Source: an optimization exercise on an open RTL-to-GDS flow (aim: small area and a short achievable clock period). Production flows keep margins and buffers that such runs may drop.
In this exercise RTL edits were held to simulation tests only and were not proved equivalent to the original.

==> design/flow/design.v <==
`timescale 1ns / 1ps
module neuron #(
    parameter DATA_WIDTH = 16,
    parameter signed [DATA_WIDTH-1:0] BIAS = 0    
)(
    input clk,
    input rst,
    input [DATA_WIDTH-1:0] data_in,       
    input [DATA_WIDTH-1:0] weight_in,     
    input data_in_valid,
    input data_in_last,                   
    output reg [DATA_WIDTH-1:0] neuron_out,
    output reg neuron_out_valid
);
    localparam SW = 2*DATA_WIDTH;
    function [SW-1:0] sat_add;
        input [SW-1:0] a;
        input [SW-1:0] b;
        reg [SW-1:0] s;
        begin
            s = a + b;
            if (!a[SW-1] && !b[SW-1] && s[SW-1])
                sat_add = {1'b0, {(SW-1){1'b1}}};
            else if (a[SW-1] && b[SW-1] && !s[SW-1])
                sat_add = {1'b1, {(SW-1){1'b0}}};
            else
                sat_add = s;
        end
    endfunction
    reg [SW-1:0] mul;
    reg mul_valid, mul_last;
    reg [SW-1:0] sum;
    reg [SW-1:0] total;
    reg total_valid;
    wire [SW-1:0] sum_next = sat_add(sum, mul);
    wire [SW-1:0] bias_q = {{2{BIAS[DATA_WIDTH-1]}}, BIAS, {(DATA_WIDTH-2){1'b0}}};
    wire [SW-1:0] biased = sat_add(total, bias_q);
    always @(posedge clk) begin
        mul <= $signed(data_in) * $signed(weight_in);
        if (rst) begin
            mul_valid <= 0;
            mul_last <= 0;
            sum <= 0;
            total <= 0;
            total_valid <= 0;
            neuron_out <= 0;
            neuron_out_valid <= 0;
        end else begin
            mul_valid <= data_in_valid;
            mul_last <= data_in_valid && data_in_last;
            total_valid <= 0;
            if (mul_valid) begin
                if (mul_last) begin
                    sum <= 0;
                    total <= sum_next;
                    total_valid <= 1;
                end else begin
                    sum <= sum_next;
                end
            end
            neuron_out_valid <= total_valid;
            if (total_valid) begin
                if (biased[SW-1:SW-3] == 3'b000 || biased[SW-1:SW-3] == 3'b111)
                    neuron_out <= biased[SW-3:DATA_WIDTH-2];
                else if (biased[SW-1])
                    neuron_out <= {1'b1, {(DATA_WIDTH-1){1'b0}}};
                else
                    neuron_out <= {1'b0, {(DATA_WIDTH-1){1'b1}}};
            end
        end
    end
endmodule
`timescale 1ns / 1ps
module Softmax #(
    parameter dataWidth = 16,         
    parameter numInputs = 4          
)(
    input clk,
    input rst,
    input [dataWidth*numInputs-1:0] in,    
    input in_valid,                        
    output reg [dataWidth*numInputs-1:0] out,  
    output reg valid,                      
    output reg [7:0] led_control           
);
localparam STAGE_IDLE = 2'b00,
           STAGE_EXP = 2'b01,
           STAGE_SUM = 2'b10,
           STAGE_NORM = 2'b11;
reg [1:0] state;
reg [dataWidth-1:0] input_array [0:numInputs-1];
reg [dataWidth-1:0] exp_values [0:numInputs-1];  
reg [dataWidth+2-1:0] sum_exp;  
reg [dataWidth-1:0] softmax_output [0:numInputs-1];
reg [1:0] max_class;
reg [4:0] shift_amt;
function [dataWidth-1:0] exp_lut;
    input [3:0] idx;
    begin
        case (idx)
            4'd0:  exp_lut = 16'h0800;  
            4'd1:  exp_lut = 16'h09D0;  
            4'd2:  exp_lut = 16'h0C20;  
            4'd3:  exp_lut = 16'h0F80;  
            4'd4:  exp_lut = 16'h1480;  
            4'd5:  exp_lut = 16'h1C80;  
            4'd6:  exp_lut = 16'h2A00;  
            4'd7:  exp_lut = 16'h4000;  
            4'd8:  exp_lut = 16'h6800;  
            4'd9:  exp_lut = 16'hAC00;  
            4'd10: exp_lut = 16'h1280;  
            4'd11: exp_lut = 16'h1F80;  
            4'd12: exp_lut = 16'h2C00;  
            4'd13: exp_lut = 16'h4C00;  
            4'd14: exp_lut = 16'h8000;  
            default: exp_lut = 16'hD800;  
        endcase
    end
endfunction
function [dataWidth-1:0] exp_function;
    input [dataWidth-1:0] x;
    reg [3:0] lut_idx;
    begin
        lut_idx = x[15:12] + 4'd8;  
        exp_function = exp_lut(lut_idx);
    end
endfunction
function [4:0] get_shift_amount;
    input [dataWidth+2-1:0] sum;
    reg [4:0] shift;
    begin
        shift = 0;
        if (sum[17:14] == 4'b0000) shift = 4;  
        else if (sum[17:15] == 3'b001) shift = 3;  
        else if (sum[17:16] == 2'b01) shift = 2;  
        else if (sum[17] == 1'b1) shift = 1;  
        else shift = 0;  
        get_shift_amount = shift;
    end
endfunction
always @(posedge clk) begin
    if (rst) begin
        state <= STAGE_IDLE;
        out <= 0;
        valid <= 0;
        led_control <= 8'b0;
        sum_exp <= 0;
        for (integer i = 0; i < numInputs; i = i + 1) begin
            input_array[i] <= 0;
            exp_values[i] <= 0;
        end
    end else begin
        valid <= 0;
        case (state)
            STAGE_IDLE: begin
                if (in_valid) begin
                    input_array[0] <= in[15:0];
                    input_array[1] <= in[31:16];
                    input_array[2] <= in[47:32];
                    input_array[3] <= in[63:48];
                    state <= STAGE_EXP;
                end
            end
            STAGE_EXP: begin
                exp_values[0] <= exp_function(input_array[0]);
                exp_values[1] <= exp_function(input_array[1]);
                exp_values[2] <= exp_function(input_array[2]);
                exp_values[3] <= exp_function(input_array[3]);
                state <= STAGE_SUM;
            end
            STAGE_SUM: begin
                sum_exp <= exp_values[0] + exp_values[1] + exp_values[2] + exp_values[3];
                state <= STAGE_NORM;
            end
            STAGE_NORM: begin
                shift_amt = get_shift_amount(sum_exp);
                softmax_output[0] = exp_values[0] >> shift_amt;
                softmax_output[1] = exp_values[1] >> shift_amt;
                softmax_output[2] = exp_values[2] >> shift_amt;
                softmax_output[3] = exp_values[3] >> shift_amt;
                out <= {softmax_output[3], softmax_output[2], softmax_output[1], softmax_output[0]};
                max_class = 0;
                if (softmax_output[1] > softmax_output[max_class]) max_class = 1;
                if (softmax_output[2] > softmax_output[max_class]) max_class = 2;
                if (softmax_output[3] > softmax_output[max_class]) max_class = 3;
                case (max_class)
                    2'b00: led_control <= 8'b00000001;  
                    2'b01: led_control <= 8'b00000010;  
                    2'b10: led_control <= 8'b00000100;  
                    2'b11: led_control <= 8'b00001000;  
                    default: led_control <= 8'b00000000;
                endcase
                valid <= 1;
                state <= STAGE_IDLE;
            end
        endcase
    end
end
endmodule
`timescale 1ns / 1ps
module fc_head #(
    parameter DATA_WIDTH = 16,
    parameter NUM_INPUTS = 1024,
    parameter NUM_OUTPUTS = 4
)(
    input clk,
    input rst,
    input [DATA_WIDTH-1:0] myinput,
    input [DATA_WIDTH*NUM_OUTPUTS-1:0] myweights,
    input myinputValid,
    output [DATA_WIDTH*NUM_OUTPUTS-1:0] softmax_out,
    output softmax_valid,
    output [7:0] led_control,
    output [DATA_WIDTH*NUM_OUTPUTS-1:0] logits
);
    reg [$clog2(NUM_INPUTS)-1:0] input_count;
    reg [DATA_WIDTH-1:0] input_d;
    reg input_valid_d, input_last_d;
    reg [DATA_WIDTH*NUM_OUTPUTS-1:0] weights;
    always @(posedge clk) begin
        input_d <= myinput;
        weights <= myweights;
        if (rst) begin
            input_count <= 0;
            input_valid_d <= 0;
            input_last_d <= 0;
        end else begin
            input_valid_d <= myinputValid;
            input_last_d <= myinputValid && (input_count == NUM_INPUTS-1);
            if (myinputValid)
                input_count <= input_count + 1;
        end
    end
    wire [NUM_OUTPUTS-1:0] neuron_valid;
    localparam [DATA_WIDTH*NUM_OUTPUTS-1:0] BIASES = {16'h003C, 16'h0001, 16'hFFD1, 16'h0006};
    genvar i;
    generate
        for (i = 0; i < NUM_OUTPUTS; i = i + 1) begin : output_layer
            neuron #(
                .DATA_WIDTH(DATA_WIDTH),
                .BIAS(BIASES[(i+1)*DATA_WIDTH-1 -: DATA_WIDTH])
            ) neuron_output (
                .clk(clk),
                .rst(rst),
                .data_in(input_d),
                .weight_in(weights[(i+1)*DATA_WIDTH-1 -: DATA_WIDTH]),
                .data_in_valid(input_valid_d),
                .data_in_last(input_last_d),
                .neuron_out(logits[(i+1)*DATA_WIDTH-1 -: DATA_WIDTH]),
                .neuron_out_valid(neuron_valid[i])
            );
        end
    endgenerate
    Softmax #(
        .dataWidth(DATA_WIDTH),
        .numInputs(NUM_OUTPUTS)
    ) softmax_inst (
        .clk(clk),
        .rst(rst),
        .in(logits),
        .in_valid(neuron_valid[0]),
        .out(softmax_out),
        .valid(softmax_valid),
        .led_control(led_control)
    );
endmodule
==> design/flow/run.sh <==
#!/bin/bash
# synth_recipe.tcl (not shown) runs the flow's synth.tcl, then flattens the netlist and writes it again
# the make line also repeats each setting of config.mk as NAME=value (left out here)
make -C /OpenROAD-flow-scripts/flow DESIGN_CONFIG=/design/flow/config.mk WORK_HOME=/design/flow/orfs CLKGATE_MAP_FILE= SYNTH_SCRIPT=/design/flow/synth_recipe.tcl finish
==> design/flow/config.mk <==
export PLATFORM = sky130hd
export DESIGN_NAME = fc_head
export DESIGN_NICKNAME = fc_head
export VERILOG_FILES = /design/flow/design.v
export SDC_FILE = /design/flow/constraint.sdc
export NUM_CORES = 4
export LEC_CHECK = 0
export CAP_MARGIN = 20
export CORE_MARGIN = 2
export CORE_UTILIZATION = 40
export SLEW_MARGIN = 20
==> design/flow/constraint.sdc <==
create_clock -name core_clock -period 8.0 [get_ports {clk}]
set_input_delay 1.6000 -clock core_clock [delete_from_list [all_inputs] [get_ports {clk}]]
set_output_delay 1.6000 -clock core_clock [all_outputs]
set_load 0.01 [all_outputs]
==> impl_metrics.ini <==
[run_status]
outcome = complete, no violations

[sta]
setup_tns_ns = 0
slew_headroom = 0.228
fin_skew_ns = 0.0388
fmax_mhz = 133
period_needed_ns = 7.50
rsz0062_at_grt = false
hold_viol_final = 0
fin_crit_sh = 0.938
slew_viol_final = 0
setup_violations = 0
tightest_slew_ns = 1.16

[cts]
cts_resized = 0
htree_levels = 3
clk_path_buf_depth = 3
cts_root_buf = clkbuf_16
tritoncts = yes
postCtsHoldBufs = 0
cts.clk_slew.worst_paths_ns = 0.06
cts_inserted_buffers = 81
cts.sinks = 623
clk_latency_ns = 0.71
post-cts-setup-buffers = 0

[flow_run]
cap_violations = 0

[synthesis]
synthAdderAreaFrac = 0.401
synth_xor_area_frac = 0.0344
ys_types = 95
netlist_instances = 8076
synth_compound_area_frac = 0.120
yosysMostFrequentCell = inv_1
synth_edf_count = 0
yosys.area.top_type = fa_1
synthSimpleGateAreaFrac = 0.155
synth_seq_cells = 623
netlist_top_cells_area = fa_1 30%, dfxtp_1 18%, ha_1 10%
synthTopCellsByCount = 1291 x inv_1, 1068 x fa_1, 987 x nand2_1, 623 x dfxtp_1, 565 x ha_1
synth_area_per_cell_um2 = 8.79
synth_top_family_by_area = adder cells
synthArstFlopShare = 0
synth-main-ff-cell = dfxtp_1
synthMuxAreaShare = 0.0243
ys_seq_area_frac = 0.176
syn_area_mm2 = 0.0710
ys_warn_count = 9
synth_top_area_frac = 0.301

[critical_path]
setup.worst_path.end_class = flop
cpPeakStageDelay_ns = 0.82
crit_arrival_ns = 8.06
cpMaxStageDelayCell = o21ba_1
reg2reg_from = softmax_inst.sum_exp[17]
reg2reg_depth = 31
r2r-end = softmax_inst.led_control[3]
required_ns = 8.55
crit_type = reg -> reg
crit_top_cell = o21a_1
reg2reg_slack_ns = 0.50
critical_path.startpoint_type = flop
crit_fanout = 22

[drt]
finalWirelength_um = 197000
vias = 54480
antenna_left = 0
firstDrtPassIters = 6
vias_per_cell = 5.19
route.detailed.drc = 0
drtIter0Drc = 3437
routedWlPerCell_um = 18.7

[global_routing]
grt_max_degree = 166
antenna_found_initial = 8
grt_remaining_overflow = 0
grt_pass1_wl_um = 317000
grt_usage = 0.220
grt_pass1_vias = 56612

[min_path]
whs_path_depth = 1
hp-start = input_last_d
worstHoldPathType = reg -> reg
holdPathEnd = output_layer[0].neuron_output.mul_last

[die]
core_mm2 = 0.176
die_h_um = 425
die_x_um = 425
initial_core_util = 0.403
die-area_mm2 = 0.181
io_pins = 220
rows = 154

[finish]
fill_cells = 17207
antenna_cells = 0
instances_no_fill = 10503
final_util = 0.445
nNetsFinal = 9814
drive_gt1_frac = 0.0413
syn_to_final_growth_pct = 10.4

[placement]
hpwlAfterDp_um = 156000
io_buffers = 215
place_congestion = 0.917
dp.cells = 10355
==> per-stage QoR <==
step / hold slack (ns) / worst slack, ns / area (um^2)
floorplan: 0.406 / 1.19 / 71000
global placement: 0.422 / 0.578 / 75600
detailed placement: 0.432 / 0.528 / 75600
CTS: 0.456 / 0.518 / 78400
global route: 0.469 / 0.0653 / 78400
finish: 0.445 / 0.496 / 78400
==> per-layer routing <==
metal	wire, um	global-route usage
met5	69	0
met4	4360	0.0556
met3	10900	0.0321
met2	89500	0.358
met1	91800	0.307
==> critical path: cells and delay by family (launching register included) <==
| family | cells | cell delay [ns] |
|---|---|---|
| AO/OA/AOI/OAI | 16 | 3.70 |
| adder cells (fa/ha/maj) | 3 | 0.88 |
| AND/OR/NAND/NOR | 6 | 0.83 |
| flip-flops | 1 | 0.33 |
| multiplexers | 3 | 0.93 |
| buffers and inverters | 3 | 0.66 |
==> logic make-up (layout without fill, tap and decap cells) <==
group	after synthesis	in the layout
fa+ha+maj	1634	1634
other cells	1	4
mux	155	155
buf+inv	1673	1757
xor+xnor	279	279
simple gates	2366	2366
flops	623	623
compound gates	1345	1345
==> cells in the final DEF, fill, tap and decap left out, types with 12 or more instances in the layout <==
cell	instances
and3_1	47
o211ai_1	36
dfxtp_2	16
xnor2_1	193
a21oi_1	398
a311oi_1	12
nor3_1	86
clkbuf_1	14
a31oi_1	75
or4_1	12
and2_1	420
nand2b_1	111
o22ai_1	17
nand4_1	36
o31ai_1	24
a21o_1	109
nor2b_1	39
xor2_1	86
inv_1	1290
mux2i_1	121
fa_1	1068
a211oi_1	118
or3_1	19
buf_4	92
or2_2	12
a22oi_1	16
ha_1	563
o21ai_0	294
mux2_2	15
dfxtp_1	606
nor2_1	463
o21bai_1	39
nand2_1	987
clkdlybuf4s50_1	214
clkbuf_16	82
a21boi_0	12
nand3_1	94
o21a_1	56
==> state kept, by name, summed over array words and instances, names as in the netlist, 2 cells and up <==
register                               flops
softmax_inst.state                         2
softmax_inst.input_array                  16
softmax_inst.exp_values                   44
output_layer.neuron_output.total          72
weights                                   64
input_count                               10
output_layer.neuron_output.mul           128
softmax_inst.out                          64
input_d                                   16
softmax_inst.led_control                   4
output_layer.neuron_output.sum           128
output_layer.neuron_output.neuron_out     64
softmax_inst.sum_exp                       4
==> area by class of cell <==
type,count,area [um^2],share of cell area
multi-input cells,5783,52300,0.666
flip-flops and latches,623,12500,0.159
inverters,1292,4850,0.0618
repair buffers,317,3050,0.0389
well taps,2340,2930,0.0373
clock buffers,107,2260,0.0288
clock inverters,41,594,0.00758
==> worst max-delay path by stage <==
stage	from	endpoint	slack, ns
after floorplan	softmax_inst.sum_exp[16]	softmax_inst.led_control[0]	1.19
after global placement	softmax_inst.sum_exp[17]	softmax_inst.led_control[3]	0.58
after detailed placement	softmax_inst.sum_exp[17]	softmax_inst.led_control[3]	0.53
after CTS	softmax_inst.sum_exp[17]	softmax_inst.led_control[3]	0.52
after global routing	softmax_inst.sum_exp[17]	softmax_inst.led_control[0]	0.07
final	softmax_inst.sum_exp[17]	softmax_inst.led_control[3]	0.50

[what the ideal ports hide]
The results above use ideal ports. As a check the final layout listed here was re-extracted and re-timed, cells and wires unchanged.
Step 1: set_driving_cell puts a clkbuf_16 on clk and a buf_2 on each other input, an assumption about the parent block.
Step 2 moves the port delays by t, midway between the first and last clock arrival at a register: inputs arrive t later, outputs are due t later. That takes back most of the time a late clock gives input paths.
Slacks: no drivers / after step 1 / after step 2; pairs: no drivers / after step 1.
shift t [ns]: 0.780
slack for setup (ns): 0.496 / 0.496 / 0.496
worst setup path after step 2: register to register
cell pins on the clock port's net: 1
After both steps this run still meets setup and hold. For this run, drivers alone change the setup slack by 0.000 ns; drivers and shift together by 0.000 ns.
